What follows belongs to an exercise in optimizing a design on an open flow for small area, a short achievable clock period and few clock cycles per item; a production flow would make more cautious choices.
Where RTL was checked, it was by simulation tests only, not by an equivalence proof against the original.
Only the layout flow was run in runs 2 to 4; the RTL was not checked for function there.

## flow/config.mk

```make
export PLATFORM = sky130hd
export DESIGN_NAME = Divider_Modulo
export DESIGN_NICKNAME = Divider_Modulo
export VERILOG_FILES = /design/flow/design.v
export SDC_FILE = /design/flow/constraint.sdc
export NUM_CORES = 4
export LEC_CHECK = 0
export CAP_MARGIN = 20
export CORE_MARGIN = 2
export CORE_UTILIZATION = 40
export CTS_CLUSTER_DIAMETER = 100
export CTS_CLUSTER_SIZE = 25
export SLEW_MARGIN = 20
```

## flow/constraint.sdc

```tcl
create_clock -name core_clock -period 25.0 [get_ports {clk}]
set_input_delay 5.0000 -clock core_clock [delete_from_list [all_inputs] [get_ports {clk}]]
set_output_delay 5.0000 -clock core_clock [all_outputs]
set_load 0.01 [all_outputs]
```

## flow/design.v

```verilog
module cas (divisor, dividend, quotient, cin, cout, remainder);
input wire divisor, dividend, quotient, cin;
output wire cout, remainder;
assign remainder = (quotient ^ divisor) ^ dividend ^ cin;
assign cout = ((quotient ^ divisor)&dividend) | ((quotient ^ divisor)&cin) | (cin&dividend);
endmodule
module Divider_row(divisor, p_in, bit_in, p_out, q_out);
parameter ROWV = 7;
input  [14:0] divisor;
input  [14:0] p_in;
input         bit_in;
output [14:0] p_out;
output        q_out;
wire [15:0] x = {p_in, bit_in};
generate
if (ROWV == 0) begin : v0
	wire [16:0] diff = {1'b0, x} - {2'b0, divisor};
	assign q_out = ~diff[16];
	assign p_out = q_out ? diff[14:0] : x[14:0];
end else if (ROWV == 1) begin : v1
	wire [15:0] nd = ~{1'b0, divisor};
	wire [16:0] c;
	wire [15:0] s;
	assign c[0] = 1'b1;
	genvar j;
	for (j = 0; j < 16; j = j + 1) begin : b
		assign s[j]   = x[j] ^ nd[j] ^ c[j];
		assign c[j+1] = (x[j] & nd[j]) | (x[j] & c[j]) | (nd[j] & c[j]);
	end
	assign q_out = c[16];
	assign p_out = q_out ? s[14:0] : x[14:0];
end else if (ROWV == 2) begin : v2
	wire [15:0] nd = ~{1'b0, divisor};
	wire [4:0] bc;
	wire [15:0] s;
	assign bc[0] = 1'b1;
	genvar k;
	for (k = 0; k < 4; k = k + 1) begin : blk
		wire [4:0] s0 = {1'b0, x[4*k+3:4*k]} + {1'b0, nd[4*k+3:4*k]};
		wire [4:0] s1 = {1'b0, x[4*k+3:4*k]} + {1'b0, nd[4*k+3:4*k]} + 5'd1;
		assign s[4*k+3:4*k] = bc[k] ? s1[3:0] : s0[3:0];
		assign bc[k+1] = bc[k] ? s1[4] : s0[4];
	end
	assign q_out = bc[4];
	assign p_out = q_out ? s[14:0] : x[14:0];
end else if (ROWV == 3) begin : v3
	wire ge = x >= {1'b0, divisor};
	wire [15:0] diff = x - {1'b0, divisor};
	assign q_out = ge;
	assign p_out = ge ? diff[14:0] : x[14:0];
end else if (ROWV == 4) begin : v4
	wire [15:0] nd = ~{1'b0, divisor};
	wire [15:0] g0 = x & nd;
	wire [15:0] p0 = x ^ nd;
	wire [15:0] gg0 = {g0[15:1], g0[0] | p0[0]};
	wire [15:0] pp0 = p0;
	wire [15:0] gg1, pp1;
	assign gg1[0] = gg0[0];
	assign pp1[0] = pp0[0];
	assign gg1[1] = gg0[1] | (pp0[1] & gg0[0]);
	assign pp1[1] = pp0[1] & pp0[0];
	assign gg1[2] = gg0[2];
	assign pp1[2] = pp0[2];
	assign gg1[3] = gg0[3] | (pp0[3] & gg0[2]);
	assign pp1[3] = pp0[3] & pp0[2];
	assign gg1[4] = gg0[4];
	assign pp1[4] = pp0[4];
	assign gg1[5] = gg0[5] | (pp0[5] & gg0[4]);
	assign pp1[5] = pp0[5] & pp0[4];
	assign gg1[6] = gg0[6];
	assign pp1[6] = pp0[6];
	assign gg1[7] = gg0[7] | (pp0[7] & gg0[6]);
	assign pp1[7] = pp0[7] & pp0[6];
	assign gg1[8] = gg0[8];
	assign pp1[8] = pp0[8];
	assign gg1[9] = gg0[9] | (pp0[9] & gg0[8]);
	assign pp1[9] = pp0[9] & pp0[8];
	assign gg1[10] = gg0[10];
	assign pp1[10] = pp0[10];
	assign gg1[11] = gg0[11] | (pp0[11] & gg0[10]);
	assign pp1[11] = pp0[11] & pp0[10];
	assign gg1[12] = gg0[12];
	assign pp1[12] = pp0[12];
	assign gg1[13] = gg0[13] | (pp0[13] & gg0[12]);
	assign pp1[13] = pp0[13] & pp0[12];
	assign gg1[14] = gg0[14];
	assign pp1[14] = pp0[14];
	assign gg1[15] = gg0[15] | (pp0[15] & gg0[14]);
	assign pp1[15] = pp0[15] & pp0[14];
	wire [15:0] gg2, pp2;
	assign gg2[0] = gg1[0];
	assign pp2[0] = pp1[0];
	assign gg2[1] = gg1[1];
	assign pp2[1] = pp1[1];
	assign gg2[2] = gg1[2];
	assign pp2[2] = pp1[2];
	assign gg2[3] = gg1[3] | (pp1[3] & gg1[1]);
	assign pp2[3] = pp1[3] & pp1[1];
	assign gg2[4] = gg1[4];
	assign pp2[4] = pp1[4];
	assign gg2[5] = gg1[5];
	assign pp2[5] = pp1[5];
	assign gg2[6] = gg1[6];
	assign pp2[6] = pp1[6];
	assign gg2[7] = gg1[7] | (pp1[7] & gg1[5]);
	assign pp2[7] = pp1[7] & pp1[5];
	assign gg2[8] = gg1[8];
	assign pp2[8] = pp1[8];
	assign gg2[9] = gg1[9];
	assign pp2[9] = pp1[9];
	assign gg2[10] = gg1[10];
	assign pp2[10] = pp1[10];
	assign gg2[11] = gg1[11] | (pp1[11] & gg1[9]);
	assign pp2[11] = pp1[11] & pp1[9];
	assign gg2[12] = gg1[12];
	assign pp2[12] = pp1[12];
	assign gg2[13] = gg1[13];
	assign pp2[13] = pp1[13];
	assign gg2[14] = gg1[14];
	assign pp2[14] = pp1[14];
	assign gg2[15] = gg1[15] | (pp1[15] & gg1[13]);
	assign pp2[15] = pp1[15] & pp1[13];
	wire [15:0] gg3, pp3;
	assign gg3[0] = gg2[0];
	assign pp3[0] = pp2[0];
	assign gg3[1] = gg2[1];
	assign pp3[1] = pp2[1];
	assign gg3[2] = gg2[2];
	assign pp3[2] = pp2[2];
	assign gg3[3] = gg2[3];
	assign pp3[3] = pp2[3];
	assign gg3[4] = gg2[4];
	assign pp3[4] = pp2[4];
	assign gg3[5] = gg2[5];
	assign pp3[5] = pp2[5];
	assign gg3[6] = gg2[6];
	assign pp3[6] = pp2[6];
	assign gg3[7] = gg2[7] | (pp2[7] & gg2[3]);
	assign pp3[7] = pp2[7] & pp2[3];
	assign gg3[8] = gg2[8];
	assign pp3[8] = pp2[8];
	assign gg3[9] = gg2[9];
	assign pp3[9] = pp2[9];
	assign gg3[10] = gg2[10];
	assign pp3[10] = pp2[10];
	assign gg3[11] = gg2[11];
	assign pp3[11] = pp2[11];
	assign gg3[12] = gg2[12];
	assign pp3[12] = pp2[12];
	assign gg3[13] = gg2[13];
	assign pp3[13] = pp2[13];
	assign gg3[14] = gg2[14];
	assign pp3[14] = pp2[14];
	assign gg3[15] = gg2[15] | (pp2[15] & gg2[11]);
	assign pp3[15] = pp2[15] & pp2[11];
	wire [15:0] gg4, pp4;
	assign gg4[0] = gg3[0];
	assign pp4[0] = pp3[0];
	assign gg4[1] = gg3[1];
	assign pp4[1] = pp3[1];
	assign gg4[2] = gg3[2];
	assign pp4[2] = pp3[2];
	assign gg4[3] = gg3[3];
	assign pp4[3] = pp3[3];
	assign gg4[4] = gg3[4];
	assign pp4[4] = pp3[4];
	assign gg4[5] = gg3[5];
	assign pp4[5] = pp3[5];
	assign gg4[6] = gg3[6];
	assign pp4[6] = pp3[6];
	assign gg4[7] = gg3[7];
	assign pp4[7] = pp3[7];
	assign gg4[8] = gg3[8];
	assign pp4[8] = pp3[8];
	assign gg4[9] = gg3[9];
	assign pp4[9] = pp3[9];
	assign gg4[10] = gg3[10];
	assign pp4[10] = pp3[10];
	assign gg4[11] = gg3[11];
	assign pp4[11] = pp3[11];
	assign gg4[12] = gg3[12];
	assign pp4[12] = pp3[12];
	assign gg4[13] = gg3[13];
	assign pp4[13] = pp3[13];
	assign gg4[14] = gg3[14];
	assign pp4[14] = pp3[14];
	assign gg4[15] = gg3[15] | (pp3[15] & gg3[7]);
	assign pp4[15] = pp3[15] & pp3[7];
	wire [15:0] gg5, pp5;
	assign gg5[0] = gg4[0];
	assign pp5[0] = pp4[0];
	assign gg5[1] = gg4[1];
	assign pp5[1] = pp4[1];
	assign gg5[2] = gg4[2];
	assign pp5[2] = pp4[2];
	assign gg5[3] = gg4[3];
	assign pp5[3] = pp4[3];
	assign gg5[4] = gg4[4];
	assign pp5[4] = pp4[4];
	assign gg5[5] = gg4[5];
	assign pp5[5] = pp4[5];
	assign gg5[6] = gg4[6];
	assign pp5[6] = pp4[6];
	assign gg5[7] = gg4[7];
	assign pp5[7] = pp4[7];
	assign gg5[8] = gg4[8];
	assign pp5[8] = pp4[8];
	assign gg5[9] = gg4[9];
	assign pp5[9] = pp4[9];
	assign gg5[10] = gg4[10];
	assign pp5[10] = pp4[10];
	assign gg5[11] = gg4[11] | (pp4[11] & gg4[7]);
	assign pp5[11] = pp4[11] & pp4[7];
	assign gg5[12] = gg4[12];
	assign pp5[12] = pp4[12];
	assign gg5[13] = gg4[13];
	assign pp5[13] = pp4[13];
	assign gg5[14] = gg4[14];
	assign pp5[14] = pp4[14];
	assign gg5[15] = gg4[15];
	assign pp5[15] = pp4[15];
	wire [15:0] gg6, pp6;
	assign gg6[0] = gg5[0];
	assign pp6[0] = pp5[0];
	assign gg6[1] = gg5[1];
	assign pp6[1] = pp5[1];
	assign gg6[2] = gg5[2];
	assign pp6[2] = pp5[2];
	assign gg6[3] = gg5[3];
	assign pp6[3] = pp5[3];
	assign gg6[4] = gg5[4];
	assign pp6[4] = pp5[4];
	assign gg6[5] = gg5[5] | (pp5[5] & gg5[3]);
	assign pp6[5] = pp5[5] & pp5[3];
	assign gg6[6] = gg5[6];
	assign pp6[6] = pp5[6];
	assign gg6[7] = gg5[7];
	assign pp6[7] = pp5[7];
	assign gg6[8] = gg5[8];
	assign pp6[8] = pp5[8];
	assign gg6[9] = gg5[9] | (pp5[9] & gg5[7]);
	assign pp6[9] = pp5[9] & pp5[7];
	assign gg6[10] = gg5[10];
	assign pp6[10] = pp5[10];
	assign gg6[11] = gg5[11];
	assign pp6[11] = pp5[11];
	assign gg6[12] = gg5[12];
	assign pp6[12] = pp5[12];
	assign gg6[13] = gg5[13] | (pp5[13] & gg5[11]);
	assign pp6[13] = pp5[13] & pp5[11];
	assign gg6[14] = gg5[14];
	assign pp6[14] = pp5[14];
	assign gg6[15] = gg5[15];
	assign pp6[15] = pp5[15];
	wire [15:0] gg7, pp7;
	assign gg7[0] = gg6[0];
	assign pp7[0] = pp6[0];
	assign gg7[1] = gg6[1];
	assign pp7[1] = pp6[1];
	assign gg7[2] = gg6[2] | (pp6[2] & gg6[1]);
	assign pp7[2] = pp6[2] & pp6[1];
	assign gg7[3] = gg6[3];
	assign pp7[3] = pp6[3];
	assign gg7[4] = gg6[4] | (pp6[4] & gg6[3]);
	assign pp7[4] = pp6[4] & pp6[3];
	assign gg7[5] = gg6[5];
	assign pp7[5] = pp6[5];
	assign gg7[6] = gg6[6] | (pp6[6] & gg6[5]);
	assign pp7[6] = pp6[6] & pp6[5];
	assign gg7[7] = gg6[7];
	assign pp7[7] = pp6[7];
	assign gg7[8] = gg6[8] | (pp6[8] & gg6[7]);
	assign pp7[8] = pp6[8] & pp6[7];
	assign gg7[9] = gg6[9];
	assign pp7[9] = pp6[9];
	assign gg7[10] = gg6[10] | (pp6[10] & gg6[9]);
	assign pp7[10] = pp6[10] & pp6[9];
	assign gg7[11] = gg6[11];
	assign pp7[11] = pp6[11];
	assign gg7[12] = gg6[12] | (pp6[12] & gg6[11]);
	assign pp7[12] = pp6[12] & pp6[11];
	assign gg7[13] = gg6[13];
	assign pp7[13] = pp6[13];
	assign gg7[14] = gg6[14] | (pp6[14] & gg6[13]);
	assign pp7[14] = pp6[14] & pp6[13];
	assign gg7[15] = gg6[15];
	assign pp7[15] = pp6[15];
	wire [16:0] c = {gg7, 1'b1};
	wire [15:0] s = p0 ^ c[15:0];
	assign q_out = c[16];
	assign p_out = q_out ? s[14:0] : x[14:0];
end else if (ROWV == 5) begin : v5
	wire [15:0] nd = ~{1'b0, divisor};
	wire [15:0] g0 = x & nd;
	wire [15:0] p0 = x ^ nd;
	wire [15:0] gg0 = {g0[15:1], g0[0] | p0[0]};
	wire [15:0] pp0 = p0;
	wire [15:0] gg1, pp1;
	assign gg1[0] = gg0[0];
	assign pp1[0] = pp0[0];
	assign gg1[1] = gg0[1] | (pp0[1] & gg0[0]);
	assign pp1[1] = pp0[1] & pp0[0];
	assign gg1[2] = gg0[2];
	assign pp1[2] = pp0[2];
	assign gg1[3] = gg0[3] | (pp0[3] & gg0[2]);
	assign pp1[3] = pp0[3] & pp0[2];
	assign gg1[4] = gg0[4];
	assign pp1[4] = pp0[4];
	assign gg1[5] = gg0[5] | (pp0[5] & gg0[4]);
	assign pp1[5] = pp0[5] & pp0[4];
	assign gg1[6] = gg0[6];
	assign pp1[6] = pp0[6];
	assign gg1[7] = gg0[7] | (pp0[7] & gg0[6]);
	assign pp1[7] = pp0[7] & pp0[6];
	assign gg1[8] = gg0[8];
	assign pp1[8] = pp0[8];
	assign gg1[9] = gg0[9] | (pp0[9] & gg0[8]);
	assign pp1[9] = pp0[9] & pp0[8];
	assign gg1[10] = gg0[10];
	assign pp1[10] = pp0[10];
	assign gg1[11] = gg0[11] | (pp0[11] & gg0[10]);
	assign pp1[11] = pp0[11] & pp0[10];
	assign gg1[12] = gg0[12];
	assign pp1[12] = pp0[12];
	assign gg1[13] = gg0[13] | (pp0[13] & gg0[12]);
	assign pp1[13] = pp0[13] & pp0[12];
	assign gg1[14] = gg0[14];
	assign pp1[14] = pp0[14];
	assign gg1[15] = gg0[15] | (pp0[15] & gg0[14]);
	assign pp1[15] = pp0[15] & pp0[14];
	wire [15:0] gg2, pp2;
	assign gg2[0] = gg1[0];
	assign pp2[0] = pp1[0];
	assign gg2[1] = gg1[1];
	assign pp2[1] = pp1[1];
	assign gg2[2] = gg1[2] | (pp1[2] & gg1[1]);
	assign pp2[2] = pp1[2] & pp1[1];
	assign gg2[3] = gg1[3] | (pp1[3] & gg1[1]);
	assign pp2[3] = pp1[3] & pp1[1];
	assign gg2[4] = gg1[4];
	assign pp2[4] = pp1[4];
	assign gg2[5] = gg1[5];
	assign pp2[5] = pp1[5];
	assign gg2[6] = gg1[6] | (pp1[6] & gg1[5]);
	assign pp2[6] = pp1[6] & pp1[5];
	assign gg2[7] = gg1[7] | (pp1[7] & gg1[5]);
	assign pp2[7] = pp1[7] & pp1[5];
	assign gg2[8] = gg1[8];
	assign pp2[8] = pp1[8];
	assign gg2[9] = gg1[9];
	assign pp2[9] = pp1[9];
	assign gg2[10] = gg1[10] | (pp1[10] & gg1[9]);
	assign pp2[10] = pp1[10] & pp1[9];
	assign gg2[11] = gg1[11] | (pp1[11] & gg1[9]);
	assign pp2[11] = pp1[11] & pp1[9];
	assign gg2[12] = gg1[12];
	assign pp2[12] = pp1[12];
	assign gg2[13] = gg1[13];
	assign pp2[13] = pp1[13];
	assign gg2[14] = gg1[14] | (pp1[14] & gg1[13]);
	assign pp2[14] = pp1[14] & pp1[13];
	assign gg2[15] = gg1[15] | (pp1[15] & gg1[13]);
	assign pp2[15] = pp1[15] & pp1[13];
	wire [15:0] gg3, pp3;
	assign gg3[0] = gg2[0];
	assign pp3[0] = pp2[0];
	assign gg3[1] = gg2[1];
	assign pp3[1] = pp2[1];
	assign gg3[2] = gg2[2];
	assign pp3[2] = pp2[2];
	assign gg3[3] = gg2[3];
	assign pp3[3] = pp2[3];
	assign gg3[4] = gg2[4] | (pp2[4] & gg2[3]);
	assign pp3[4] = pp2[4] & pp2[3];
	assign gg3[5] = gg2[5] | (pp2[5] & gg2[3]);
	assign pp3[5] = pp2[5] & pp2[3];
	assign gg3[6] = gg2[6] | (pp2[6] & gg2[3]);
	assign pp3[6] = pp2[6] & pp2[3];
	assign gg3[7] = gg2[7] | (pp2[7] & gg2[3]);
	assign pp3[7] = pp2[7] & pp2[3];
	assign gg3[8] = gg2[8];
	assign pp3[8] = pp2[8];
	assign gg3[9] = gg2[9];
	assign pp3[9] = pp2[9];
	assign gg3[10] = gg2[10];
	assign pp3[10] = pp2[10];
	assign gg3[11] = gg2[11];
	assign pp3[11] = pp2[11];
	assign gg3[12] = gg2[12] | (pp2[12] & gg2[11]);
	assign pp3[12] = pp2[12] & pp2[11];
	assign gg3[13] = gg2[13] | (pp2[13] & gg2[11]);
	assign pp3[13] = pp2[13] & pp2[11];
	assign gg3[14] = gg2[14] | (pp2[14] & gg2[11]);
	assign pp3[14] = pp2[14] & pp2[11];
	assign gg3[15] = gg2[15] | (pp2[15] & gg2[11]);
	assign pp3[15] = pp2[15] & pp2[11];
	wire [15:0] gg4, pp4;
	assign gg4[0] = gg3[0];
	assign pp4[0] = pp3[0];
	assign gg4[1] = gg3[1];
	assign pp4[1] = pp3[1];
	assign gg4[2] = gg3[2];
	assign pp4[2] = pp3[2];
	assign gg4[3] = gg3[3];
	assign pp4[3] = pp3[3];
	assign gg4[4] = gg3[4];
	assign pp4[4] = pp3[4];
	assign gg4[5] = gg3[5];
	assign pp4[5] = pp3[5];
	assign gg4[6] = gg3[6];
	assign pp4[6] = pp3[6];
	assign gg4[7] = gg3[7];
	assign pp4[7] = pp3[7];
	assign gg4[8] = gg3[8] | (pp3[8] & gg3[7]);
	assign pp4[8] = pp3[8] & pp3[7];
	assign gg4[9] = gg3[9] | (pp3[9] & gg3[7]);
	assign pp4[9] = pp3[9] & pp3[7];
	assign gg4[10] = gg3[10] | (pp3[10] & gg3[7]);
	assign pp4[10] = pp3[10] & pp3[7];
	assign gg4[11] = gg3[11] | (pp3[11] & gg3[7]);
	assign pp4[11] = pp3[11] & pp3[7];
	assign gg4[12] = gg3[12] | (pp3[12] & gg3[7]);
	assign pp4[12] = pp3[12] & pp3[7];
	assign gg4[13] = gg3[13] | (pp3[13] & gg3[7]);
	assign pp4[13] = pp3[13] & pp3[7];
	assign gg4[14] = gg3[14] | (pp3[14] & gg3[7]);
	assign pp4[14] = pp3[14] & pp3[7];
	assign gg4[15] = gg3[15] | (pp3[15] & gg3[7]);
	assign pp4[15] = pp3[15] & pp3[7];
	wire [16:0] c = {gg4, 1'b1};
	wire [15:0] s = p0 ^ c[15:0];
	assign q_out = c[16];
	assign p_out = q_out ? s[14:0] : x[14:0];
end else if (ROWV == 6) begin : v6
	wire [15:0] nd = ~{1'b0, divisor};
	wire [15:0] g0 = x & nd;
	wire [15:0] p0 = x ^ nd;
	wire [15:0] gg0 = {g0[15:1], g0[0] | p0[0]};
	wire [15:0] pp0 = p0;
	wire [15:0] gg1, pp1;
	assign gg1[0] = gg0[0];
	assign pp1[0] = pp0[0];
	assign gg1[1] = gg0[1] | (pp0[1] & gg0[0]);
	assign pp1[1] = pp0[1] & pp0[0];
	assign gg1[2] = gg0[2] | (pp0[2] & gg0[1]);
	assign pp1[2] = pp0[2] & pp0[1];
	assign gg1[3] = gg0[3] | (pp0[3] & gg0[2]);
	assign pp1[3] = pp0[3] & pp0[2];
	assign gg1[4] = gg0[4] | (pp0[4] & gg0[3]);
	assign pp1[4] = pp0[4] & pp0[3];
	assign gg1[5] = gg0[5] | (pp0[5] & gg0[4]);
	assign pp1[5] = pp0[5] & pp0[4];
	assign gg1[6] = gg0[6] | (pp0[6] & gg0[5]);
	assign pp1[6] = pp0[6] & pp0[5];
	assign gg1[7] = gg0[7] | (pp0[7] & gg0[6]);
	assign pp1[7] = pp0[7] & pp0[6];
	assign gg1[8] = gg0[8] | (pp0[8] & gg0[7]);
	assign pp1[8] = pp0[8] & pp0[7];
	assign gg1[9] = gg0[9] | (pp0[9] & gg0[8]);
	assign pp1[9] = pp0[9] & pp0[8];
	assign gg1[10] = gg0[10] | (pp0[10] & gg0[9]);
	assign pp1[10] = pp0[10] & pp0[9];
	assign gg1[11] = gg0[11] | (pp0[11] & gg0[10]);
	assign pp1[11] = pp0[11] & pp0[10];
	assign gg1[12] = gg0[12] | (pp0[12] & gg0[11]);
	assign pp1[12] = pp0[12] & pp0[11];
	assign gg1[13] = gg0[13] | (pp0[13] & gg0[12]);
	assign pp1[13] = pp0[13] & pp0[12];
	assign gg1[14] = gg0[14] | (pp0[14] & gg0[13]);
	assign pp1[14] = pp0[14] & pp0[13];
	assign gg1[15] = gg0[15] | (pp0[15] & gg0[14]);
	assign pp1[15] = pp0[15] & pp0[14];
	wire [15:0] gg2, pp2;
	assign gg2[0] = gg1[0];
	assign pp2[0] = pp1[0];
	assign gg2[1] = gg1[1];
	assign pp2[1] = pp1[1];
	assign gg2[2] = gg1[2] | (pp1[2] & gg1[0]);
	assign pp2[2] = pp1[2] & pp1[0];
	assign gg2[3] = gg1[3] | (pp1[3] & gg1[1]);
	assign pp2[3] = pp1[3] & pp1[1];
	assign gg2[4] = gg1[4] | (pp1[4] & gg1[2]);
	assign pp2[4] = pp1[4] & pp1[2];
	assign gg2[5] = gg1[5] | (pp1[5] & gg1[3]);
	assign pp2[5] = pp1[5] & pp1[3];
	assign gg2[6] = gg1[6] | (pp1[6] & gg1[4]);
	assign pp2[6] = pp1[6] & pp1[4];
	assign gg2[7] = gg1[7] | (pp1[7] & gg1[5]);
	assign pp2[7] = pp1[7] & pp1[5];
	assign gg2[8] = gg1[8] | (pp1[8] & gg1[6]);
	assign pp2[8] = pp1[8] & pp1[6];
	assign gg2[9] = gg1[9] | (pp1[9] & gg1[7]);
	assign pp2[9] = pp1[9] & pp1[7];
	assign gg2[10] = gg1[10] | (pp1[10] & gg1[8]);
	assign pp2[10] = pp1[10] & pp1[8];
	assign gg2[11] = gg1[11] | (pp1[11] & gg1[9]);
	assign pp2[11] = pp1[11] & pp1[9];
	assign gg2[12] = gg1[12] | (pp1[12] & gg1[10]);
	assign pp2[12] = pp1[12] & pp1[10];
	assign gg2[13] = gg1[13] | (pp1[13] & gg1[11]);
	assign pp2[13] = pp1[13] & pp1[11];
	assign gg2[14] = gg1[14] | (pp1[14] & gg1[12]);
	assign pp2[14] = pp1[14] & pp1[12];
	assign gg2[15] = gg1[15] | (pp1[15] & gg1[13]);
	assign pp2[15] = pp1[15] & pp1[13];
	wire [15:0] gg3, pp3;
	assign gg3[0] = gg2[0];
	assign pp3[0] = pp2[0];
	assign gg3[1] = gg2[1];
	assign pp3[1] = pp2[1];
	assign gg3[2] = gg2[2];
	assign pp3[2] = pp2[2];
	assign gg3[3] = gg2[3];
	assign pp3[3] = pp2[3];
	assign gg3[4] = gg2[4] | (pp2[4] & gg2[0]);
	assign pp3[4] = pp2[4] & pp2[0];
	assign gg3[5] = gg2[5] | (pp2[5] & gg2[1]);
	assign pp3[5] = pp2[5] & pp2[1];
	assign gg3[6] = gg2[6] | (pp2[6] & gg2[2]);
	assign pp3[6] = pp2[6] & pp2[2];
	assign gg3[7] = gg2[7] | (pp2[7] & gg2[3]);
	assign pp3[7] = pp2[7] & pp2[3];
	assign gg3[8] = gg2[8] | (pp2[8] & gg2[4]);
	assign pp3[8] = pp2[8] & pp2[4];
	assign gg3[9] = gg2[9] | (pp2[9] & gg2[5]);
	assign pp3[9] = pp2[9] & pp2[5];
	assign gg3[10] = gg2[10] | (pp2[10] & gg2[6]);
	assign pp3[10] = pp2[10] & pp2[6];
	assign gg3[11] = gg2[11] | (pp2[11] & gg2[7]);
	assign pp3[11] = pp2[11] & pp2[7];
	assign gg3[12] = gg2[12] | (pp2[12] & gg2[8]);
	assign pp3[12] = pp2[12] & pp2[8];
	assign gg3[13] = gg2[13] | (pp2[13] & gg2[9]);
	assign pp3[13] = pp2[13] & pp2[9];
	assign gg3[14] = gg2[14] | (pp2[14] & gg2[10]);
	assign pp3[14] = pp2[14] & pp2[10];
	assign gg3[15] = gg2[15] | (pp2[15] & gg2[11]);
	assign pp3[15] = pp2[15] & pp2[11];
	wire [15:0] gg4, pp4;
	assign gg4[0] = gg3[0];
	assign pp4[0] = pp3[0];
	assign gg4[1] = gg3[1];
	assign pp4[1] = pp3[1];
	assign gg4[2] = gg3[2];
	assign pp4[2] = pp3[2];
	assign gg4[3] = gg3[3];
	assign pp4[3] = pp3[3];
	assign gg4[4] = gg3[4];
	assign pp4[4] = pp3[4];
	assign gg4[5] = gg3[5];
	assign pp4[5] = pp3[5];
	assign gg4[6] = gg3[6];
	assign pp4[6] = pp3[6];
	assign gg4[7] = gg3[7];
	assign pp4[7] = pp3[7];
	assign gg4[8] = gg3[8] | (pp3[8] & gg3[0]);
	assign pp4[8] = pp3[8] & pp3[0];
	assign gg4[9] = gg3[9] | (pp3[9] & gg3[1]);
	assign pp4[9] = pp3[9] & pp3[1];
	assign gg4[10] = gg3[10] | (pp3[10] & gg3[2]);
	assign pp4[10] = pp3[10] & pp3[2];
	assign gg4[11] = gg3[11] | (pp3[11] & gg3[3]);
	assign pp4[11] = pp3[11] & pp3[3];
	assign gg4[12] = gg3[12] | (pp3[12] & gg3[4]);
	assign pp4[12] = pp3[12] & pp3[4];
	assign gg4[13] = gg3[13] | (pp3[13] & gg3[5]);
	assign pp4[13] = pp3[13] & pp3[5];
	assign gg4[14] = gg3[14] | (pp3[14] & gg3[6]);
	assign pp4[14] = pp3[14] & pp3[6];
	assign gg4[15] = gg3[15] | (pp3[15] & gg3[7]);
	assign pp4[15] = pp3[15] & pp3[7];
	wire [16:0] c = {gg4, 1'b1};
	wire [15:0] s = p0 ^ c[15:0];
	assign q_out = c[16];
	assign p_out = q_out ? s[14:0] : x[14:0];
end else if (ROWV == 7) begin : v7
	wire [15:0] nd = {1'b1, divisor};
	wire [15:0] g0 = x & nd;
	wire [15:0] p0 = x ^ nd;
	wire [15:0] gg0 = {g0[15:1], g0[0] | p0[0]};
	wire [15:0] pp0 = p0;
	wire [15:0] gg1, pp1;
	assign gg1[0] = gg0[0];
	assign pp1[0] = pp0[0];
	assign gg1[1] = gg0[1] | (pp0[1] & gg0[0]);
	assign pp1[1] = pp0[1] & pp0[0];
	assign gg1[2] = gg0[2];
	assign pp1[2] = pp0[2];
	assign gg1[3] = gg0[3] | (pp0[3] & gg0[2]);
	assign pp1[3] = pp0[3] & pp0[2];
	assign gg1[4] = gg0[4];
	assign pp1[4] = pp0[4];
	assign gg1[5] = gg0[5] | (pp0[5] & gg0[4]);
	assign pp1[5] = pp0[5] & pp0[4];
	assign gg1[6] = gg0[6];
	assign pp1[6] = pp0[6];
	assign gg1[7] = gg0[7] | (pp0[7] & gg0[6]);
	assign pp1[7] = pp0[7] & pp0[6];
	assign gg1[8] = gg0[8];
	assign pp1[8] = pp0[8];
	assign gg1[9] = gg0[9] | (pp0[9] & gg0[8]);
	assign pp1[9] = pp0[9] & pp0[8];
	assign gg1[10] = gg0[10];
	assign pp1[10] = pp0[10];
	assign gg1[11] = gg0[11] | (pp0[11] & gg0[10]);
	assign pp1[11] = pp0[11] & pp0[10];
	assign gg1[12] = gg0[12];
	assign pp1[12] = pp0[12];
	assign gg1[13] = gg0[13] | (pp0[13] & gg0[12]);
	assign pp1[13] = pp0[13] & pp0[12];
	assign gg1[14] = gg0[14];
	assign pp1[14] = pp0[14];
	assign gg1[15] = gg0[15] | (pp0[15] & gg0[14]);
	assign pp1[15] = pp0[15] & pp0[14];
	wire [15:0] gg2, pp2;
	assign gg2[0] = gg1[0];
	assign pp2[0] = pp1[0];
	assign gg2[1] = gg1[1];
	assign pp2[1] = pp1[1];
	assign gg2[2] = gg1[2] | (pp1[2] & gg1[1]);
	assign pp2[2] = pp1[2] & pp1[1];
	assign gg2[3] = gg1[3] | (pp1[3] & gg1[1]);
	assign pp2[3] = pp1[3] & pp1[1];
	assign gg2[4] = gg1[4];
	assign pp2[4] = pp1[4];
	assign gg2[5] = gg1[5];
	assign pp2[5] = pp1[5];
	assign gg2[6] = gg1[6] | (pp1[6] & gg1[5]);
	assign pp2[6] = pp1[6] & pp1[5];
	assign gg2[7] = gg1[7] | (pp1[7] & gg1[5]);
	assign pp2[7] = pp1[7] & pp1[5];
	assign gg2[8] = gg1[8];
	assign pp2[8] = pp1[8];
	assign gg2[9] = gg1[9];
	assign pp2[9] = pp1[9];
	assign gg2[10] = gg1[10] | (pp1[10] & gg1[9]);
	assign pp2[10] = pp1[10] & pp1[9];
	assign gg2[11] = gg1[11] | (pp1[11] & gg1[9]);
	assign pp2[11] = pp1[11] & pp1[9];
	assign gg2[12] = gg1[12];
	assign pp2[12] = pp1[12];
	assign gg2[13] = gg1[13];
	assign pp2[13] = pp1[13];
	assign gg2[14] = gg1[14] | (pp1[14] & gg1[13]);
	assign pp2[14] = pp1[14] & pp1[13];
	assign gg2[15] = gg1[15] | (pp1[15] & gg1[13]);
	assign pp2[15] = pp1[15] & pp1[13];
	wire [15:0] gg3, pp3;
	assign gg3[0] = gg2[0];
	assign pp3[0] = pp2[0];
	assign gg3[1] = gg2[1];
	assign pp3[1] = pp2[1];
	assign gg3[2] = gg2[2];
	assign pp3[2] = pp2[2];
	assign gg3[3] = gg2[3];
	assign pp3[3] = pp2[3];
	assign gg3[4] = gg2[4] | (pp2[4] & gg2[3]);
	assign pp3[4] = pp2[4] & pp2[3];
	assign gg3[5] = gg2[5] | (pp2[5] & gg2[3]);
	assign pp3[5] = pp2[5] & pp2[3];
	assign gg3[6] = gg2[6] | (pp2[6] & gg2[3]);
	assign pp3[6] = pp2[6] & pp2[3];
	assign gg3[7] = gg2[7] | (pp2[7] & gg2[3]);
	assign pp3[7] = pp2[7] & pp2[3];
	assign gg3[8] = gg2[8];
	assign pp3[8] = pp2[8];
	assign gg3[9] = gg2[9];
	assign pp3[9] = pp2[9];
	assign gg3[10] = gg2[10];
	assign pp3[10] = pp2[10];
	assign gg3[11] = gg2[11];
	assign pp3[11] = pp2[11];
	assign gg3[12] = gg2[12] | (pp2[12] & gg2[11]);
	assign pp3[12] = pp2[12] & pp2[11];
	assign gg3[13] = gg2[13] | (pp2[13] & gg2[11]);
	assign pp3[13] = pp2[13] & pp2[11];
	assign gg3[14] = gg2[14] | (pp2[14] & gg2[11]);
	assign pp3[14] = pp2[14] & pp2[11];
	assign gg3[15] = gg2[15] | (pp2[15] & gg2[11]);
	assign pp3[15] = pp2[15] & pp2[11];
	wire [15:0] gg4, pp4;
	assign gg4[0] = gg3[0];
	assign pp4[0] = pp3[0];
	assign gg4[1] = gg3[1];
	assign pp4[1] = pp3[1];
	assign gg4[2] = gg3[2];
	assign pp4[2] = pp3[2];
	assign gg4[3] = gg3[3];
	assign pp4[3] = pp3[3];
	assign gg4[4] = gg3[4];
	assign pp4[4] = pp3[4];
	assign gg4[5] = gg3[5];
	assign pp4[5] = pp3[5];
	assign gg4[6] = gg3[6];
	assign pp4[6] = pp3[6];
	assign gg4[7] = gg3[7];
	assign pp4[7] = pp3[7];
	assign gg4[8] = gg3[8] | (pp3[8] & gg3[7]);
	assign pp4[8] = pp3[8] & pp3[7];
	assign gg4[9] = gg3[9] | (pp3[9] & gg3[7]);
	assign pp4[9] = pp3[9] & pp3[7];
	assign gg4[10] = gg3[10] | (pp3[10] & gg3[7]);
	assign pp4[10] = pp3[10] & pp3[7];
	assign gg4[11] = gg3[11] | (pp3[11] & gg3[7]);
	assign pp4[11] = pp3[11] & pp3[7];
	assign gg4[12] = gg3[12] | (pp3[12] & gg3[7]);
	assign pp4[12] = pp3[12] & pp3[7];
	assign gg4[13] = gg3[13] | (pp3[13] & gg3[7]);
	assign pp4[13] = pp3[13] & pp3[7];
	assign gg4[14] = gg3[14] | (pp3[14] & gg3[7]);
	assign pp4[14] = pp3[14] & pp3[7];
	assign gg4[15] = gg3[15] | (pp3[15] & gg3[7]);
	assign pp4[15] = pp3[15] & pp3[7];
	wire [16:0] c = {gg4, 1'b1};
	wire [15:0] s = p0 ^ c[15:0];
	assign q_out = c[16];
	assign p_out = q_out ? s[14:0] : x[14:0];
end
endgenerate
endmodule
module Divider_Modulo (clk , reset, mode, valid_in, divisor, dividend, result, valid_out);
input wire clk, reset, mode, valid_in;
input wire [31:0] dividend;
input wire [15:0] divisor;
output reg valid_out;
output wire [31:0] result;
localparam [16:0] CUT = 17'b0_1010_1010_1010_1010;
reg        v_in;
reg        m_in;
reg [31:0] dd_in;
reg [14:0] dv_in;
always @(posedge clk or posedge reset)
	if (reset) v_in <= 1'b0;
	else       v_in <= valid_in;
always @(posedge clk) begin
	m_in  <= mode;
	dd_in <= dividend;
	dv_in <= ~divisor[14:0];
end
wire [14:0] p   [0:17];
wire [16:0] s   [0:17];
wire [14:0] d   [0:17];
wire        m   [0:17];
wire        v   [0:17];
assign p[0] = dd_in[31:17];
assign s[0] = dd_in[16:0];
assign d[0] = dv_in;
assign m[0] = m_in;
assign v[0] = v_in;
genvar i;
generate for (i = 0; i < 17; i = i + 1) begin : row
	wire [14:0] p_n;
	wire        q_n;
	Divider_row r (
		.divisor (d[i]),
		.p_in    (p[i]),
		.bit_in  (s[i][16]),
		.p_out   (p_n),
		.q_out   (q_n)
	);
	if (CUT[i]) begin : cut
		reg [14:0] p_r;
		reg [16:0] s_r;
		reg [14:0] d_r;
		reg        m_r;
		reg        v_r;
		always @(posedge clk or posedge reset)
			if (reset) v_r <= 1'b0;
			else       v_r <= v[i];
		always @(posedge clk) begin
			p_r <= p_n;
			s_r <= {s[i][15:0], q_n};
			d_r <= d[i];
			m_r <= m[i];
		end
		assign p[i+1] = p_r;
		assign s[i+1] = s_r;
		assign d[i+1] = d_r;
		assign m[i+1] = m_r;
		assign v[i+1] = v_r;
	end else begin : nocut
		assign p[i+1] = p_n;
		assign s[i+1] = {s[i][15:0], q_n};
		assign d[i+1] = d[i];
		assign m[i+1] = m[i];
		assign v[i+1] = v[i];
	end
end endgenerate
reg [16:0] res_r;
always @(posedge clk or posedge reset)
	if (reset) valid_out <= 1'b0;
	else       valid_out <= v[17];
always @(posedge clk)
	res_r <= m[17] ? {2'b0, p[17]} : s[17];
assign result = {15'b0, res_r};
endmodule
```

## flow/standard.sh

```bash
#!/bin/bash
# synth_recipe.tcl (not shown) runs the flow's synth.tcl, then flattens the netlist and writes it again
# the make line also repeats each setting of config.mk as NAME=value (left out here)
make -C /OpenROAD-flow-scripts/flow DESIGN_CONFIG=/design/flow/config.mk WORK_HOME=/design/flow/orfs CLKGATE_MAP_FILE= SYNTH_SCRIPT=/design/flow/synth_recipe.tcl "${@:-finish}"
```

## flow/flow/run.sh

```bash
#!/bin/bash
# The standard layout (the standard.sh, unchanged synthesis and steps),
# with one change: ports are buffered with a fixed buffer cell instead of
# the one buffer_ports picks by default.
set -euo pipefail
bash standard.sh "BUFFER_PORTS_ARGS=-buffer_cell sky130_fd_sc_hd__buf_4" finish > make_finish.log 2>&1
```

==> results of run 1 <==
==> worst paths after layout <==
check                                           to  slack, ns  cells past startpoint
max in group asynchronous           row[9].cut.v_r      20.32                      2
worst min register to register  row[9].cut.s_r[10]       0.33                      0
worst min-delay path            row[9].cut.s_r[10]       0.33                      0
worst max-delay path                     valid_out      18.95                      1
min in group asynchronous           row[3].cut.v_r       4.42                      2
worst max register to register  row[11].cut.p_r[5]      18.96                     18
==> synth_stat cells, drive strengths merged (9+ instances only) <==
cell      n
a211o    12
a211oi   11
a21o     29
a21oi   131
a31oi    13
and2      9
buf      29
clkbuf   15
dfrtp    10
dfxtp   449
fa       68
ha      238
inv     156
mux2     99
mux2i    62
nand2    82
nand2b   35
nand3    26
nor2    130
nor2b    21
nor3     25
o211ai   11
o21a     34
o21ai    74
o21bai    9
o31ai    13
or3      13
xnor2    73
xor2     68
==> through the flow <==
| step | cell area (um^2) | hold WS (ns) |
|---|---|---|
| after floorplan | 21940 | 0.3096 |
| after global placement | 23110 | 0.3095 |
| after detailed placement | 23110 | 0.3121 |
| after CTS | 23730 | 0.3307 |
| after global routing | 23750 | 0.3322 |
| final | 23750 | 0.3267 |
==> routing by layer <==
metal  global-route usage, %  up-vias
li1                        -     7217
met1                   17.86     6455
met2                   24.10      112
met3                   1.643       39
met4                   3.087        0
met5                       0        -
==> cell families after synthesis <==
family,after synthesis,synth area share [%]
simple gates,386,8.580
xor+xnor,141,5.642
fa+ha+maj,306,19.82
mux,161,8.014
flops,459,42.21
buf+inv,200,3.847
compound gates,396,11.87
other cells,1,0.01713
==> layout make-up <==
class	instances	area, um^2
Sequential cell	459	9239
Fill cell	4976	30180
Tap cell	696	870.8
Clock buffer	23	575.6
Timing Repair Buffer	73	551.8
Multi-Input combinational cell	1405	11870
Inverter	156	585.6
Clock inverter	5	52.55
==> registers in the layout, indices dropped and copies added, names as in the netlist <==
register and count:
v_in 1, valid_out 1, row.cut.p_r 120, dd_in 32
row.cut.v_r 8, m_in 1, dv_in 15, row.cut.d_r 120
res_r 17, row.cut.m_r 8, row.cut.s_r 136
==> out/metrics.csv, run 1 <==
metric,value,unit
final_cell_count_no_fill,2817,
vias,13820,
met2_length,18280,um
fin_skew,0.01870,ns
synth-async-reset-ratio,2.179,%
cts.sink_count,459,
cts_tree,built,
die_h,237.9,um
worstHoldPathType,flip-flop to flip-flop,
synth_area_per_cell,10.68,um^2
postCtsSetupBuffers,0,
synth_warnings,1,
critPathTopFamily,flip-flops,
hpwl,30510,um
route.detailed.drc,0,
cts_buffers,23,
grt_pass1_vias,13980,
final_max_slew_viol_count,0,
portBuffers,68,
hold_viol,0,
crit_path_max_fanout,1,
fin_nets,2476,
top_layer,met4,
boundaryPins,85,
antenna_found_initial,0,
track_usage,13.66,%
setup_slack,18.95,ns
max_slew_margin,39.03,%
syn_to_final_growth,8.483,%
synth_top_area_cell,dfxtp_1,
critPathLaunchType,flip-flop,
critical_path_class,flip-flop to output pin,
mostFrequentLayoutCells,"dfxtp_1, ha_1, inv_1, a21oi_1, nor2_1",
drtIter0Drc,567,
core_area,0.05392,mm^2
path_buf_inv,1,
synth_edf_count,0,
wl_met3,977,um
grt_setup_unrepaired,no,
drt_wl_total,38310,um
met1_length,18430,um
seq_area_frac_synth,42.21,%
cpPeakStageDelay,0.37,ns
die_w,237.9,um
final_util,44.04,%
syn_area,0.02189,mm^2
r2r_start,row[9].cut.d_r[0],
post-route-period-util,24.20,%
postRouteAntennaNets,0,
max_freq,0.1653,GHz
cts_buffer_depth,3,
cts_max_level,1,
place.gp.congestion,0.8103,
place_worst_setup_slack,18.85,ns
grt_pass1_wl,65890,um
hold_start,row[7].cut.s_r[8],
syn_inst,2050,
final.min_clock_period,6.051,ns
die_area,0.05661,mm^2
routed_via_density,4.907,
cp.required,20.00,ns
diodes,0,
path_cells,buf_4,
layout_commonest_cell,dfxtp_1,
synth.area.top_cells,"dfxtp_1, ha_1, fa_1",
finalSetupTns,0,ns
synth_flop_cell,dfxtp_1,
crit_slowest_cell,dfrtp_1,
status,finished clean,
grt_max_degree,34,
num_rows,85,
dp.cells,2788,
cts-root-buf,clkbuf_16,
max-cap-violations,0,
setup.worst_path.start,valid_out,
tightest_slew,0.9146,ns
ys_ff_latch,459,
ctsHoldBuffers,0,
setup_viol,0,
post_cts_resized,0,
cp_data_arrival_time,1.05,ns
cp-end-kind,output pin,
yosysUniqueCellTypes,76,
overflow,0,
drive_gt1_share,10.70,%
path_clk_slew,0.09,ns
worstSkewPairLatency,0.56,ns
wire_per_inst,13.60,um
netlist.area_leader.share,41.07,%
start_util,40.59,%
first_pass_iters,5,
Testbench counts, summed over its fixed seeds: cycles 16,072, items 16,000.
==> run 2: changes to the inputs <==
==> flow/design.v (replaced) <==
module cas (divisor, dividend, quotient, cin, cout, remainder);
input wire divisor, dividend, quotient, cin;
output wire cout, remainder;
assign remainder = (quotient ^ divisor) ^ dividend ^ cin;
assign cout = ((quotient ^ divisor)&dividend) | ((quotient ^ divisor)&cin) | (cin&dividend);
endmodule
module Divider_row(divisor, p_in, bit_in, p_out, q_out);
input  [14:0] divisor;
input  [14:0] p_in;
input         bit_in;
output [14:0] p_out;
output        q_out;
wire [15:0] shifted = {p_in, bit_in};
wire [16:0] diff    = {1'b0, shifted} - {2'b0, divisor};
assign q_out = ~diff[16];
assign p_out = q_out ? diff[14:0] : shifted[14:0];
endmodule
module Divider_Modulo (clk , reset, mode, valid_in, divisor, dividend, result, valid_out);
input wire clk, reset, mode, valid_in;
input wire [31:0] dividend;
input wire [15:0] divisor;
output reg valid_out;
output wire [31:0] result;
localparam [16:0] CUT = 17'b0_0100_1001_0010_0100;
reg        v_in;
reg        m_in;
reg [31:0] dd_in;
reg [14:0] dv_in;
always @(posedge clk or posedge reset)
	if (reset) v_in <= 1'b0;
	else       v_in <= valid_in;
always @(posedge clk) begin
	m_in  <= mode;
	dd_in <= dividend;
	dv_in <= divisor[14:0];
end
wire [14:0] p   [0:17];
wire [16:0] s   [0:17];
wire [14:0] d   [0:17];
wire        m   [0:17];
wire        v   [0:17];
assign p[0] = dd_in[31:17];
assign s[0] = dd_in[16:0];
assign d[0] = dv_in;
assign m[0] = m_in;
assign v[0] = v_in;
genvar i;
generate for (i = 0; i < 17; i = i + 1) begin : row
	wire [14:0] p_n;
	wire        q_n;
	Divider_row r (
		.divisor (d[i]),
		.p_in    (p[i]),
		.bit_in  (s[i][16]),
		.p_out   (p_n),
		.q_out   (q_n)
	);
	if (CUT[i]) begin : cut
		reg [14:0] p_r;
		reg [16:0] s_r;
		reg [14:0] d_r;
		reg        m_r;
		reg        v_r;
		always @(posedge clk or posedge reset)
			if (reset) v_r <= 1'b0;
			else       v_r <= v[i];
		always @(posedge clk) begin
			p_r <= p_n;
			s_r <= {s[i][15:0], q_n};
			d_r <= d[i];
			m_r <= m[i];
		end
		assign p[i+1] = p_r;
		assign s[i+1] = s_r;
		assign d[i+1] = d_r;
		assign m[i+1] = m_r;
		assign v[i+1] = v_r;
	end else begin : nocut
		assign p[i+1] = p_n;
		assign s[i+1] = {s[i][15:0], q_n};
		assign d[i+1] = d[i];
		assign m[i+1] = m[i];
		assign v[i+1] = v[i];
	end
end endgenerate
reg [16:0] res_r;
always @(posedge clk or posedge reset)
	if (reset) valid_out <= 1'b0;
	else       valid_out <= v[17];
always @(posedge clk)
	res_r <= m[17] ? {2'b0, p[17]} : s[17];
assign result = {15'b0, res_r};
endmodule
==> flow/run.sh (new file) <==
#!/bin/bash
# synth_recipe.tcl (not shown) runs the flow's synth.tcl, then flattens the netlist and writes it again
# the make line also repeats each setting of config.mk as NAME=value (left out here)
make -C /OpenROAD-flow-scripts/flow DESIGN_CONFIG=/design/flow/config.mk WORK_HOME=/design/flow/orfs CLKGATE_MAP_FILE= SYNTH_SCRIPT=/design/flow/synth_recipe.tcl finish
--- a/flow/config.mk
+++ b/flow/config.mk
@@ -8,6 +8,4 @@
 export CAP_MARGIN = 20
 export CORE_MARGIN = 2
 export CORE_UTILIZATION = 40
-export CTS_CLUSTER_DIAMETER = 100
-export CTS_CLUSTER_SIZE = 25
 export SLEW_MARGIN = 20
removed: flow/flow/run.sh
removed: flow/standard.sh
==> out/metrics.csv, run 2 <==
metric,value,unit
cts_buffers,35,
setup_viol,0,
boundaryPins,85,
grt_max_degree,30,
crit_path_max_fanout,22,
die_w,231.9,um
max-cap-violations,0,
wire_per_inst,15.48,um
final_cell_count_no_fill,3085,
top_regs,"row.cut.s_r (85), row.cut.d_r (75), row.cut.p_r (75)",
layout_commonest_cell,dfxtp_1,
synth.area.top_cells,"dfxtp_1, ha_1, mux2_2",
seq_area_frac_synth,30.24,%
critPathLaunchType,flip-flop,
diodes,0,
cts_tree,built,
mostFrequentLayoutCells,"dfxtp_1, ha_1, nor2_1, inv_1, a21oi_1",
post_cts_resized,0,
route.detailed.drc,0,
finalSetupTns,0,ns
yosys-top-cells-count,"dfxtp_1, ha_1, nor2_1",
ctsHoldBuffers,0,
synth.most_common_cell,dfxtp_1,
post-route-period-util,38.30,%
cts_max_level,2,
crit_slowest_cell,a311oi_4,
synth_area_per_cell,9.035,um^2
vias,16340,
synth_edf_count,0,
syn_area,0.02077,mm^2
fin_skew,0.03486,ns
worstHoldPathType,flip-flop to flip-flop,
fin_hold_ws,0.3234,ns
dpl-instance-area,0.02218,mm^2
synth_top_area_cell,dfxtp_1,
status,finished clean,
synth_flop_cell,dfxtp_1,
synth_warnings,1,
syn_inst,2299,
final_max_slew_viol_count,0,
num_rows,83,
postCtsSetupBuffers,0,
die_h,231.9,um
hold_viol,0,
cp.required,25.41,ns
drtIter0Drc,764,
die_area,0.05377,mm^2
drive_gt1_share,10.23,%
grt_pass1_wl,78100,um
netlist.area_leader.share,29.39,%
portBuffers,68,
postRouteAntennaNets,0,
worstSkewPairLatency,0.55,ns
synth-async-reset-ratio,2.244,%
max_freq,0.1045,GHz
drt_wl_total,47750,um
cpPeakStageDelay,0.90,ns
antenna_found_initial,1,
largest_reg_flops,85,
hpwl,38720,um
fillers,4945,
yosysUniqueCellTypes,93,
syn_to_final_growth,12.25,%
grt_setup_unrepaired,no,
cts.sink_count,312,
core_area,0.05130,mm^2
cts-root-buf,clkbuf_16,
cp-end-kind,flip-flop,
critical_path_class,flip-flop to flip-flop,
cts_buffer_depth,3,
dp.cells,3023,
tightest_slew,0.9652,ns
fin_nets,2704,
ys_ff_latch,312,
max_slew_margin,35.65,%
routed_via_density,5.297,
overflow,0,
first_pass_iters,5,
grt_pass1_vias,15940,
place.gp.congestion,0.8681,
regMostFlops,row.cut.s_r,
path_clk_slew,0.06,ns
track_usage,17.68,%
final_util,45.45,%
final.min_clock_period,9.574,ns
fin_area,0.02332,mm^2
start_util,40.49,%
cp_data_arrival_time,9.98,ns
[run 2: changes by cell type in the layout (fill, tap and decap cells not counted), moves of 24 or more]
| cell | before | now |
|---|---|---|
| xnor2_1 | 73 | 121 |
| mux2_2 | 94 | 128 |
| o21ai_0 | 67 | 115 |
| nor2_1 | 130 | 193 |
| nor3_1 | 25 | 54 |
| nand2_1 | 82 | 118 |
| inv_1 | 152 | 177 |
| a21oi_1 | 131 | 163 |
| mux2i_1 | 62 | 38 |
| clkdlybuf4s50_1 | 0 | 68 |
| fa_1 | 68 | 17 |
| dfxtp_1 | 449 | 305 |
| o21a_1 | 34 | 60 |
| buf_4 | 72 | 11 |
[run 2: cell families (layout without fill, tap and decap cells)]
| group | after synthesis | after routing | synth area share, % |
|---|---|---|---|
| fa+ha+maj | 272 | 272 | 17.00 |
| compound gates | 565 | 565 | 18.17 |
| other cells | 1 | 15 | 0.01805 |
| buf+inv | 229 | 321 | 4.620 |
| xor+xnor | 167 | 167 | 7.041 |
| simple gates | 572 | 572 | 13.18 |
| mux | 181 | 181 | 9.740 |
| flops | 312 | 312 | 30.24 |
[run 2: layout make-up]
class	count	area (um^2)	share of cell area, %
Multi-Input combinational cell	1772	13610	58.35
Sequential cell	312	6281	26.94
Clock buffer	41	928.4	3.982
Tap cell	680	850.8	3.649
Timing Repair Buffer	79	763.2	3.273
Inverter	180	678.2	2.908
Clock inverter	21	210.2	0.9015
[run 2: layer usage]
metal | wire length, um | track usage, % | up-vias
met2 | 22920 | 31.20 | 266
li1 | - | - | 8406
met4 | 1197 | 5.248 | 0
met3 | 1639 | 2.149 | 65
met5 | 0 | 0 | -
met1 | 22000 | 22.45 | 7603
[run 2: final timing paths]
| path | startpoint | endpoint | slack (ns) | depth (start not counted) |
|---|---|---|---|---|
| worst min-delay path | row[8].cut.s_r[1] | row[11].cut.s_r[4] | 0.32 | 0 |
| worst max-delay path | row[11].cut.d_r[0] | row[14].cut.p_r[5] | 15.43 | 28 |
| min in group asynchronous | reset | v_in | 4.69 | 2 |
| max in group asynchronous | reset | valid_out | 20.09 | 2 |
| worst min register to register | row[8].cut.s_r[1] | row[11].cut.s_r[4] | 0.32 | 0 |
| worst max register to register | row[11].cut.d_r[0] | row[14].cut.p_r[5] | 15.43 | 28 |
[run 2: worst max-delay path, delay by kind of cell (launching register included)]
kind	cells	cell delay (ns)
AOI/OAI and AO/OA	17	5.95
adders and majority gates	4	1.23
buffers and inverters	3	0.85
DFF	1	0.41
muxes	1	0.42
and+or+nand+nor	3	0.56
[run 2: through the flow]
stage               setup WS (ns)
detailed placement          15.59
CTS                         15.49
floorplan                   17.34
finish                      15.43
global placement            15.65
global route                14.56
==> run 3: changes to the inputs <==
--- a/flow/config.mk
+++ b/flow/config.mk
@@ -5,6 +5,7 @@
 export SDC_FILE = /design/flow/constraint.sdc
 export NUM_CORES = 4
 export LEC_CHECK = 0
+export ABC_AREA = 1
 export CAP_MARGIN = 20
 export CORE_MARGIN = 2
 export CORE_UTILIZATION = 40
==> out/metrics.csv, run 3 <==
metric,value,unit
ctsHoldBuffers,0,
busiest_layer,met2,
diodes,0,
antenna_found_initial,0,
place.gp.congestion,0.9141,
final.min_clock_period,7.306,ns
yosysUniqueCellTypes,49,
cts_buffers,37,
core_area,0.05770,mm^2
max_slew_margin,40.81,%
synth_top_area_cell,dfxtp_1,
syn_inst,3449,
die_w,245.6,um
path_clk_slew,0.06,ns
synth_area_per_cell,6.772,um^2
cp-end-kind,flip-flop,
hold_viol,0,
finalSetupTns,0,ns
grt_max_degree,24,
layout_commonest_cell,nand2_1,
route.detailed.drc,0,
critPathTopFamily,simple AND/OR/NAND/NOR gates,
setup_viol,0,
cp.required,25.41,ns
crit_slowest_cell,a21oi_2,
fin_area,0.02591,mm^2
largest_reg_flops,85,
status,finished clean,
max_freq,0.1369,GHz
wire_per_inst,14.34,um
use_met3,2.434,%
worstHoldPathType,flip-flop to flip-flop,
drive_gt1_share,5.282,%
grt_pass1_wl,99590,um
final_max_slew_viol_count,0,
portBuffers,68,
tightest_slew,0.8878,ns
drtIter0Drc,1217,
track_usage,20.46,%
routed_via_density,4.857,
post_cts_resized,0,
crit_path_max_fanout,19,
worstSkewPairLatency,0.57,ns
synth_flop_cell,dfxtp_1,
synth_warnings,1,
grt_use_met1,26.04,%
netlist.area_leader.share,26.14,%
syn_to_final_growth,10.94,%
path_buf_inv,3,
cts-root-buf,clkbuf_16,
fin_skew,0.03435,ns
setup_slack,17.69,ns
dpl-instance-area,0.02463,mm^2
yosys-top-cells-count,"nand2_1, inv_1, dfxtp_1",
postRouteAntennaNets,0,
r2r_start,row[2].cut.d_r[0],
place_worst_setup_slack,17.83,ns
synth_edf_count,0,
mostFrequentLayoutCells,"nand2_1, inv_1, dfxtp_1, nand3_1, ha_1",
start_util,40.48,%
hpwl,50410,um
hold_start,row[11].cut.s_r[6],
crit_top_cell,nand2_1,
synth.area.top_cells,"dfxtp_1, nand2_1, ha_1",
critical_path_class,flip-flop to flip-flop,
boundaryPins,85,
first_pass_iters,5,
vias,20910,
setup.worst_path.start,row[2].cut.d_r[0],
use_met2,35.05,%
die_area,0.06034,mm^2
post-route-period-util,29.22,%
grt_setup_unrepaired,no,
cts_tree,built,
top_regs,"row.cut.s_r (85), row.cut.d_r (75), row.cut.p_r (75)",
fin_nets,3838,
max-cap-violations,0,
seq_area_frac_synth,26.89,%
synth.most_common_cell,nand2_1,
overflow,0,
cts.sink_count,312,
drt_wl_total,61720,um
cts_max_level,2,
cp_data_arrival_time,7.72,ns
synth-async-reset-ratio,2.244,%
ys_ff_latch,312,
syn_area,0.02336,mm^2
critPathLaunchType,flip-flop,
postCtsSetupBuffers,0,
cts_buffer_depth,3,
cpPeakStageDelay,0.73,ns
grt_pass1_vias,19910,
num_rows,88,
die_h,245.6,um
regMostFlops,row.cut.s_r,
run 3: cell types whose count changed after synthesis, moves of 38 or more:
cell / before / now
nand2_1: 118 / 1113
inv_1: 177 / 456
nand3_1: 38 / 280
mux2_2: 128 / 0
xnor2_1: 121 / 73
o21a_1: 60 / 17
nor2b_1: 42 / 1
mux2i_1: 38 / 0
run 3: cell families (layout without fill, tap and decap cells):
group	after synthesis	count (layout)	synth area share, %
buf+inv	532	609	9.482
flops	312	312	26.89
simple gates	1746	1746	32.36
xor+xnor	152	152	5.700
other cells	1	15	0.01606
fa+ha+maj	272	272	15.12
compound gates	434	434	10.43
run 3: metrics by stage:
stage | hold slack, ns | util [%] | std cells
after CTS | 0.3221 | 44.91 | 4305
after floorplan | 0.3096 | - | 3463
after global placement | 0.3100 | 42.69 | 4240
final | 0.3131 | 44.91 | 4305
after global routing | 0.3194 | 44.91 | 4305
after detailed placement | 0.3121 | 42.69 | 4240
run 3: path summary, 6_finish.rpt:
kind	to	slack, ns	depth (start not counted)
hold / removal	row[14].cut.s_r[9]	0.31	0
min in group asynchronous	valid_out	4.66	2
setup / recovery	row[5].cut.p_r[6]	17.69	33
setup reg to reg	row[5].cut.p_r[6]	17.69	33
hold reg to reg	row[14].cut.s_r[9]	0.31	0
max in group asynchronous	row[8].cut.v_r	20.11	2
run 3: area by class of cell:
cell class / instances / area, um^2
timing repair buffer: 70 / 695.7
clock inverter: 25 / 325.3
tap: 765 / 957.2
multi-input combinational: 2619 / 14910
inverter: 474 / 1782
sequential: 312 / 6281
fill: 6031 / 31780
clock buffer: 40 / 957.2
run 3: per-layer routing:
| metal | share of wire, % | vias to the layer above |
|---|---|---|
| li1 | - | 11220 |
| met1 | 46 | 9173 |
| met2 | 46 | 392 |
| met3 | 3.7 | 121 |
| met4 | 3.9 | 0 |
| met5 | 0 | - |
==> run 4: changes to the inputs <==
--- a/flow/design.v
+++ b/flow/design.v
@@ -21,7 +21,7 @@
 input wire [15:0] divisor;
 output reg valid_out;
 output wire [31:0] result;
-localparam [16:0] CUT = 17'b0_0100_1001_0010_0100;
+localparam [16:0] CUT = 17'b0_1010_1010_1010_1010;
 reg        v_in;
 reg        m_in;
 reg [31:0] dd_in;
--- a/flow/config.mk
+++ b/flow/config.mk
@@ -5,7 +5,6 @@
 export SDC_FILE = /design/flow/constraint.sdc
 export NUM_CORES = 4
 export LEC_CHECK = 0
-export ABC_AREA = 1
 export CAP_MARGIN = 20
 export CORE_MARGIN = 2
 export CORE_UTILIZATION = 40
==> out/metrics.csv, run 4 <==
metric,value,unit
yosysUniqueCellTypes,88,
r2r_start,row[1].cut.d_r[6],
start_util,40.54,%
critPathTopFamily,buffers and inverters,
portBuffers,68,
tightest_slew,1.004,ns
path_buf_inv,1,
route.detailed.drc,0,
seq_area_frac_synth,39.35,%
synth_area_per_cell,9.532,um^2
synth_warnings,1,
cpPeakStageDelay,0.54,ns
synthMuxAreaShare,6.539,%
first_pass_iters,5,
cts_tree,built,
cp_data_arrival_time,1.44,ns
path_clk_slew,0.06,ns
netlist.area_leader.share,38.29,%
grt_pass1_vias,17320,
largest_reg_flops,136,
hold_viol,0,
rrSetupSlack,18.58,ns
fillers,5451,
boundaryPins,85,
min_to,row[9].cut.s_r[16],
seqCellArea,0.009239,mm^2
path_cells,clkdlybuf4s50_1,
status,finished clean,
track_usage,15.82,%
worstHoldPathType,flip-flop to flip-flop,
synthSimpleGateAreaFrac,12.27,%
top_regs,"row.cut.s_r (136), row.cut.d_r (120), row.cut.p_r (120)",
place.gp.congestion,0.8759,
cts_buffer_depth,3,
regMostFlops,row.cut.s_r,
final_max_slew_viol_count,0,
grt_setup_unrepaired,no,
fin_hold_ws,0.3137,ns
max_freq,0.1552,GHz
final.min_clock_period,6.445,ns
synth-async-reset-ratio,2.179,%
grt_max_degree,33,
hold_depth,0,
critical_path_class,flip-flop to output pin,
synth_adder_area_share,15.04,%
hpwl,37850,um
diodes,0,
drtIter0Drc,664,
post_cts_resized,0,
setup_viol,0,
syn_to_final_growth,13.25,%
postRouteAntennaNets,0,
postCtsSetupBuffers,0,
mostFrequentLayoutCells,"dfxtp_1, ha_1, inv_1, nor2_1, a21oi_1",
r2r_cells,20,
die_w,246.3,um
antenna_found_initial,0,
synth_xor_area_share,5.633,%
wire_per_inst,14.33,um
ctsHoldBuffers,0,
routed_via_density,5.115,
die_h,246.3,um
multi_input_area,0.01323,mm^2
max-cap-violations,0,
num_rows,88,
finalSetupTns,0,ns
core_area,0.05792,mm^2
synth_top_area_cell,dfxtp_1,
grt_pass1_wl,80670,um
post-route-period-util,25.78,%
fin_nets,2879,
overflow,0,
hold_start,row[7].cut.s_r[14],
cp.required,20.00,ns
cts.sink_count,459,
cts-root-buf,clkbuf_16,
crit_path_max_fanout,1,
syn_area,0.02348,mm^2
reg2reg_to,row[3].cut.p_r[2],
synth_compound_area_share,16.59,%
synth.most_common_cell,dfxtp_1,
layout_commonest_cell,dfxtp_1,
worstSkewPairLatency,0.59,ns
critPathLaunchType,flip-flop,
vias,17180,
die_area,0.06064,mm^2
cts_max_level,2,
cts_buffers,50,
synth_flop_cell,dfxtp_1,
synth.area.top_cells,"dfxtp_1, ha_1, mux2_2",
synth_edf_count,0,
cp-end-kind,output pin,
yosys-top-cells-count,"dfxtp_1, ha_1, inv_1",
ys_ff_latch,459,
drive_gt1_share,9.214,%
crit_slowest_cell,clkdlybuf4s50_1,
drt_wl_total,48130,um
synth_top_family_by_area,compound AO/OA/AOI/OAI gates,
max_slew_margin,33.07,%
syn_inst,2463,
fin_skew,0.02094,ns
==> run 4: cell count changes after synthesis, moves of 30 or more <==
cell	previous run	this run
o21a_1	17	59
o21ai_0	116	147
mux2_2	0	111
xnor2_1	73	103
dfxtp_1	305	449
nand3_1	280	42
nand2b_1	0	34
nor2b_1	1	54
xor2_1	79	48
inv_1	456	200
nand4_1	41	4
nand2_1	1113	129
==> run 4: final cells by class <==
class	instances	area share [%]
Tap cell	765	3.600
Multi-Input combinational cell	1767	49.77
Timing Repair Buffer	76	2.786
Inverter	201	2.838
Clock buffer	68	5.341
Clock inverter	23	0.9177
Sequential cell	459	34.75
==> run 4: how the worst max path moves through the flow <==
| stage | startpoint | end | slack (ns) | depth (start not counted) |
|---|---|---|---|---|
| floorplan | valid_out | valid_out | 19.62 | 0 |
| CTS | res_r[1] | result[1] | 18.50 | 1 |
| global route | row[1].cut.d_r[6] | row[3].cut.p_r[2] | 17.72 | 20 |
| detailed placement | row[1].cut.d_r[6] | row[3].cut.p_r[2] | 18.62 | 20 |
| global placement | row[1].cut.d_r[6] | row[3].cut.p_r[2] | 18.70 | 20 |
| finish | res_r[1] | result[1] | 18.56 | 1 |
==> run 4: kinds of logic after synthesis <==
group	count (synthesis)
AO/OA/AOI/OAI	603
AND/OR/NAND/NOR	588
flip-flops	459
adder cells (fa/ha/maj)	272
buffers and inverters	251
XOR/XNOR	151
multiplexers	138
other	1
==> run 4: metal layers <==
layer	GRT usage (%)	share of wire, %	vias to the layer above
met5	0	0	-
met3	2.723	3.7	94
li1	-	-	8843
met1	19.20	45	7980
met4	5.138	2.5	0
met2	28.24	49	263
==> run 4: metrics by stage <==
step           util [%]  area, um^2  worst slack (ns)  cells
2_1_floorplan         -       23530             19.62   2477
3_3_place_gp      43.03       24920             18.70   3268
3_5_place_dp      43.03       24920             18.62   3268
4_1_cts           45.91       26590             18.50   3359
5_1_grt           45.91       26590             17.72   3359
6_report          45.91       26590             18.56   3359

afterwards: timing with drivers on the ports:
The results above use ideal ports. As a check the final layouts listed here were re-extracted and re-timed, cells and wires unchanged.
Step 1, drivers: a clkbuf_16 drives clk and a buf_2 each remaining input, both assumed.
Step 2, shift: input delay + t, output delay - t, t = (earliest + latest rising clock arrival at the registers) / 2. This alone moves slack from input paths to output paths.
Slacks: ideal / step 1 / step 2; pairs: ideal / step 1.
run | shift t [ns] | setup slack, ns | cell pins on the clock port's net
run 1 | 0.606 | 18.949 / 18.895 / 18.957 | 1
run 2 | 0.582 | 15.426 / 15.426 / 15.426 | 1
run 3 | 0.610 | 17.694 / 17.694 / 17.694 | 1
run 4 | 0.643 | 18.555 / 18.495 / 18.583 | 1
After both steps every run listed still meets setup and hold.
